Source: an optimization exercise on an open RTL-to-GDS flow (aim: small area and a short achievable clock period). Production flows keep margins and buffers that such runs may drop. No run shown here included a check of the RTL's function; only the layout flow was run. No activity file was given, so power comes from the tool's default toggle rates.

==> flow/design.v, too long to show whole: its modules and the start of the top module <==
// module SCPU: 189 lines
// module scpu_s1: 29 lines
// module scpu_s2: 384 lines
// module scpu_s3: 168 lines
// module scpu_rbit: 5 lines
// module scpu_pbit: 5 lines
// module scpu_wbit: 5 lines
module SCPU(clk, rst_n, in_valid, instruction, MEM_out, busy, out_valid, out0, out1, out2, out3, out4, out5, out6, out7, out8, out9, out10, out11, out12, out13, out14, out15, WEN, ADDR, MEM_in);
  // ...
==> flow/flow/run.sh <==
#!/bin/bash
set -euo pipefail
bash standard.sh "BUFFER_PORTS_ARGS=-buffer_cell sky130_fd_sc_hd__buf_1" finish > standard.log 2>&1
==> flow/standard.sh <==
#!/bin/bash
# synth_recipe.tcl (not shown) runs the flow's synth.tcl, then flattens the netlist and writes it again
# the make line also repeats each setting of config.mk as NAME=value (left out here)
make -C /OpenROAD-flow-scripts/flow DESIGN_CONFIG=/design/flow/config.mk WORK_HOME=/design/flow/orfs CLKGATE_MAP_FILE= SYNTH_SCRIPT=/design/flow/synth_recipe.tcl "${@:-finish}"
==> flow/config.mk <==
export PLATFORM = sky130hd
export DESIGN_NAME = SCPU
export DESIGN_NICKNAME = SCPU
export VERILOG_FILES = /design/flow/design.v
export SDC_FILE = /design/flow/constraint.sdc
export NUM_CORES = 8
export LEC_CHECK = 0
export CAP_MARGIN = 20
export CORE_MARGIN = 2
export CORE_UTILIZATION = 40
export CTS_CLUSTER_DIAMETER = 100
export CTS_CLUSTER_SIZE = 25
export SETUP_SLACK_MARGIN = 4.8
export SLEW_MARGIN = 20
export SYNTH_HIERARCHICAL = 1
export SYNTH_MINIMUM_KEEP_SIZE = 0
==> flow/constraint.sdc <==
create_clock -name core_clock -period 8.0 [get_ports {clk}]
set_input_delay 1.6000 -clock core_clock [delete_from_list [all_inputs] [get_ports {clk}]]
set_output_delay 1.6000 -clock core_clock [all_outputs]
set_load 0.01 [all_outputs]
==> results.rst, run 1 <==
.. list-table::
   :header-rows: 1

   * - Metric
     - Value
   * - Result of the run
     - complete, no violations
   * - Number of fill cells
     - 6571
   * - Detailed-route wire length per cell
     - 33.8 um
   * - Most instantiated library cell after synthesis
     - sky130_fd_sc_hd__inv_1
   * - Post-Place Cell Area
     - 0.0324 mm^2
   * - Reg power frac
     - 0.292
   * - Wire length the detailed router placed on met1
     - 53400 um
   * - Arithmetic-cell share of the synthesized area counting full adders, half adders and majority gates
     - 0.120
   * - Launching point of the worst reg2reg path
     - q4_0
   * - Number of max-cap violations
     - 0
   * - Cells after DPL
     - 3969
   * - Most area-consuming cells after synthesis
     - sky130_fd_sc_hd__dfrtp_1 22%, sky130_fd_sc_hd__dfxtp_1 12%, sky130_fd_sc_hd__a222oi_1 8.8%
   * - Final antenna diode count
     - 2
   * - Finish-stage setup viols
     - 0
   * - Multi-input gate area in the final layout
     - 0.0182 mm^2
   * - Seq/total area
     - 0.282
   * - Worst reg-to-reg setup slack
     - 4270 ps
   * - Number of nets still failing antenna checks after routing
     - 0
   * - Share of layout cells above drive strength 1
     - 0.261
   * - Min-Delay Path Class
     - reg2reg
   * - Clock sink count
     - 443
   * - Crit path DAT
     - 4220 ps
   * - Crit path from
     - q4_0
   * - Drt drc
     - 0
   * - Reg2Reg Depth
     - 16
   * - Fmax
     - 268 MHz
   * - Clock latency on the worst-skew pair
     - 620 ps
   * - Met3 routing resource usage after global routing
     - 0.0791
   * - Share of synthesized registers carrying an async set or reset
     - 0.591
   * - Number of global-route vias before repair
     - 27100
   * - Net count, final
     - 3504
   * - Met1 routing resource usage after global routing
     - 0.458
   * - Number of buffers created by CTS
     - 25
   * - Non-clock buffer area fraction after layout
     - 0.117
   * - Final Hold Fails
     - 0
   * - Number of buffers inserted by hold repair at cts
     - 0
   * - Power consumed by sequential cells
     - 4.55 mW
   * - Overflow after GRT
     - 0
   * - Post-CTS setup buffer count
     - 133
   * - Part of the power in the clock network
     - 0.098
   * - Busiest metal layer after global routing
     - met2
   * - Chip height
     - 274 um
   * - Sequential standard cell area
     - 0.0102 mm^2
   * - Crit-path max cell delay
     - 550 ps
==> run 2: changes to the inputs <==
--- a/flow/config.mk
+++ b/flow/config.mk
@@ -10,7 +10,7 @@
 export CORE_UTILIZATION = 40
 export CTS_CLUSTER_DIAMETER = 100
 export CTS_CLUSTER_SIZE = 25
-export SETUP_SLACK_MARGIN = 4.8
+export SETUP_SLACK_MARGIN = 5
 export SLEW_MARGIN = 20
 export SYNTH_HIERARCHICAL = 1
 export SYNTH_MINIMUM_KEEP_SIZE = 0
==> run 2 against run 1 <==
Net effect: routed wire length up 1.7%; flip-flop and latch count unchanged; total power is 4.5% higher; final cell count grew 1.7%; critical path type unchanged; critical endpoint is now out0[13]; clock skew up 8.6 ps.
==> results.rst, run 2 <==
.. list-table::
   :header-rows: 1

   * - Metric
     - Value
   * - Post-Place Cell Area
     - 0.0325 mm^2 (+0.10%)
   * - Netlist area before placement
     - 0.0291 mm^2
   * - Clock skew
     - 35.9 ps
   * - Combinational group share of total power
     - 0.619
   * - Number of global-route vias before repair
     - 27700 (+2.3%)
   * - Ratio of final minimum period to clock period
     - 0.443
   * - Power per Cell Area
     - 432 mW/mm^2
   * - Least-Margin Pin Slew
     - 1270 ps
   * - Register bit total from synthesis
     - 443
   * - Cells after DPL
     - 3962 (-0.18%)
   * - Synth area leader
     - sky130_fd_sc_hd__dfrtp_1
   * - H-tree depth reported by CTS
     - 1
   * - Number of primary I/O pins
     - 326
   * - Leakage component of the power
     - 16.5 nW
   * - Detailed-route wire length per cell
     - 33.8 um (about the same)
   * - Register area share after synthesis
     - 0.350
   * - Most frequently used flop master after synthesis
     - sky130_fd_sc_hd__dfrtp_1
   * - Commonest cells in the synthesized netlist
     - 432 x sky130_fd_sc_hd__inv_1, 261 x sky130_fd_sc_hd__dfrtp_1, 256 x sky130_fd_sc_hd__a222oi_1
   * - Overall routing resource usage
     - 0.374
   * - Clock Tree Root
     - sky130_fd_sc_hd__clkbuf_16
   * - Critical path fanouts, max
     - 16
   * - Finish-stage setup viols
     - 0 (unchanged)
   * - Setup Total Neg Slack
     - 0 ps
   * - Largest net degree at the start of global routing
     - 162
   * - First DRT Iteration DRCs
     - 4663
   * - CTS tree
     - yes
   * - IO buf count
     - 324
   * - First-pass GRT wire length
     - 203000 um
   * - Worst-path clk slew
     - 90 ps
   * - Net count, final
     - 3575 (+2.0%)
   * - WP data required
     - 8500 ps
   * - Final Non-Filler Cells
     - 4284
   * - Drt drc
     - 0 (unchanged)
   * - Most instantiated library cell after synthesis
     - sky130_fd_sc_hd__inv_1
   * - Shortest clock period the worst path allows after layout
     - 3550 ps
   * - Overflow after GRT
     - 0 (unchanged)
   * - Overall via count from detail_route
     - 28100
   * - Number of nets still failing antenna checks after routing
     - 0 (unchanged)
   * - Crit path DAT
     - 4050 ps (-170 ps)
   * - Net switching component of the power
     - 8.34 mW
   * - Number of buffers created by CTS
     - 26 (+4.0%)
   * - Core outline area
     - 0.0717 mm^2
   * - WL final
     - 145000 um
   * - Post-DP HPWL
     - 98900 um
   * - Result of the run
     - complete, no violations
   * - Min-Delay Path Class
     - reg2reg
   * - CTS max path bufs
     - 3
   * - Fmax
     - 282 MHz (+5.2%)
   * - Post-synthesis instance total
     - 2713
   * - Synthesized area per cell
     - 10.7 um^2
   * - Type of element capturing the critical path
     - register
   * - Share of synthesized registers carrying an async set or reset
     - 0.591 (unchanged)
   * - Count of pins over their slew limit
     - 0
   * - Peak supply drop
     - 0.000342 V
   * - Distinct cells, synth
     - 87
   * - Clock sink count
     - 443 (unchanged)
   * - Setup CP Type
     - reg2reg
   * - Final Hold Fails
     - 0 (unchanged)
   * - Total power after layout
     - 16.3 mW
   * - Internal power
     - 7.93 mW
   * - Number of cell rows
     - 98
   * - Chip height
     - 274 um (unchanged)
   * - Number of detailed-route iterations in the first pass
     - 12
   * - Die Footprint
     - 0.0750 mm^2
   * - Most area-consuming cells after synthesis
     - sky130_fd_sc_hd__dfrtp_1 22%, sky130_fd_sc_hd__dfxtp_1 12%, sky130_fd_sc_hd__a222oi_1 8.8%
   * - Reg power frac
     - 0.281 (-0.011)
   * - Part of the power in the clock network
     - 0.100 (+0.002)
   * - Summed area of non-filler cells in the final layout
     - 0.0376 mm^2
   * - Leading cell type in the layout, fill and taps excluded
     - sky130_fd_sc_hd__inv_1
   * - Share of the core filled with cells
     - 0.525
   * - Commonest cells after routing, fill and taps aside
     - 424 x sky130_fd_sc_hd__inv_1, 297 x sky130_fd_sc_hd__buf_1, 256 x sky130_fd_sc_hd__a222oi_1, 251 x sky130_fd_sc_hd__buf_4, 225 x sky130_fd_sc_hd__dfrtp_1
   * - Via count normalized by instance count
     - 6.57
   * - Die extent in x
     - 274 um
   * - Number of max-cap violations
     - 0 (unchanged)
   * - Clock latency on the worst-skew pair
     - 650 ps (+30 ps)
   * - Share of layout cells above drive strength 1
     - 0.307 (+0.0460)
   * - Initial core utilization
     - 0.406
   * - Number of enable-type register cells in the synthesized netlist
     - 0
   * - Placer's final routability congestion estimate
     - 1.01
   * - RSZ-0062 raised after global routing
     - true
   * - Headroom to the max-slew limit
     - 0.151
   * - Number of synthesis warnings
     - 8
   * - Antenna violations before repair
     - 6
   * - Critical path launch point type
     - register
   * - Area share of the leading cell type in the synthesized netlist
     - 0.224
   * - Fraction of power spent switching nets
     - 0.512
   * - Area growth from synthesis to layout
     - 29.2%
==> run 2: through the flow <==
step / hold WS, ps / setup slack [ps]
2_1_floorplan: 326 / 4560
3_3_place_gp: 351 / 3400
3_5_place_dp: 342 / 3320
4_1_cts: 371 / 4360
5_1_grt: 379 / 4270
6_report: 369 / 4450
==> run 2: power by group through the flow <==
stage	clock, mW	combinational, mW	sequential (mW)
after floorplan	0	5.91	4.38
after global routing	1.72	10.8	4.57
after CTS	1.63	9.53	4.47
final	1.63	10.1	4.57
after global placement	0	7.96	4.66
after detailed placement	0	8.06	4.65
==> run 2: worst paths after layout <==
check                      slack (ps)   from        end  depth (start not counted)
min reg2reg                       370     v2         ov                          0
min in group asynchronous        1030  rst_n    out5[2]                          1
min                               370     v2         ov                          0
max in group asynchronous        5430  rst_n  out10[13]                          2
max                              4450   q4_0   out0[13]                         14
max reg2reg                      4450   q4_0   out0[13]                         14
==> run 2: Yosys stat by module, one instance, submodules excluded <==
| module | cells | copies in the design | cell area (um^2) |
|---|---|---|---|
| SCPU | 470 | 1 | 10400 |
| scpu_s2 | 640 | 1 | 5290 |
| scpu_s3 | 427 | 1 | 3050 |
| scpu_s1 | 104 | 1 | 702 |
| scpu_rbit | 9 | 32 | 101 |
| scpu_pbit | 2 | 136 | 21.3 |
| scpu_wbit | 2 | 256 | 13.8 |
==> run 2: critical path, stage by stage (launching register included) <==
cell                       delay [ps]
sky130_fd_sc_hd__dfxtp_2          340
sky130_fd_sc_hd__inv_2             40
sky130_fd_sc_hd__fa_1             540
sky130_fd_sc_hd__inv_2             60
sky130_fd_sc_hd__ha_4             160
sky130_fd_sc_hd__or3_4            370
sky130_fd_sc_hd__o221a_4          250
sky130_fd_sc_hd__a211oi_4         260
sky130_fd_sc_hd__nor4_2           100
sky130_fd_sc_hd__or3b_4           410
sky130_fd_sc_hd__a311oi_4         260
sky130_fd_sc_hd__a211oi_4          90
sky130_fd_sc_hd__buf_12           200
sky130_fd_sc_hd__a222oi_1         240
sky130_fd_sc_hd__inv_1             80
==> run 2: repair_timing <==
item	CTS	global route
setup buffers	208	50
hold buffers	0	0
resized for setup	253	118
endpoints found under the setup margin	406	319
gates cloned	8	5
pin swaps	106	85
==> run 2: final cells by class <==
cell class	count	area [um^2]
clock inverter	11	191
antenna	2	5.00
inverter	432	1620
multi-input combinational	1732	18600
sequential	443	10300
fill	6439	34100
timing repair buffer	677	5030
tap	950	1190
clock buffer	37	723
==> run 2: kinds of logic after synthesis <==
group | Yosys count | share of synthesized area
AOI/OAI and AO/OA | 889 | 0.309
xor gates and xnor gates | 205 | 0.0616
adders and majority gates | 225 | 0.120
buffers and inverters | 548 | 0.0819
DFF | 443 | 0.350
muxes | 31 | 0.0114
other | 3 | 0.000387
and+or+nand+nor | 369 | 0.0661
==> run 2: layer usage <==
layer	track usage	share of wire	vias up
met4	0.244	0.084	8
met1	0.450	0.36	14200
met5	0	0.00037	-
met2	0.594	0.45	1932
met3	0.0911	0.11	436
li1	-	-	11600

## port drivers added, routing unchanged
Ports are ideal in the flow. The routed layouts listed here were re-timed in OpenROAD.
Step 1 sets driving cells, clkbuf_16 on the clock port and buf_2 on the other inputs (assumed; they add their load-dependent delay and slew).
Step 2 also shifts input and output timing later by t, the mid clock arrival at the registers, as if the neighbouring blocks saw the same clock.
Slacks: ideal ports / drivers / drivers and shift; pairs: ideal ports / drivers.
run	t (ns)	slack for setup (ns)	slew at the worst register clock pin (ns)
run 1	0.679	4.272 / 4.272 / 4.055	0.11 / 0.11
run 2	0.696	4.454 / 4.454 / 4.186	0.11 / 0.11
After both steps every run listed still meets setup and hold. For run 2, which loses most, drivers alone change the setup slack by 0.000 ns; drivers and shift together by -0.268 ns.
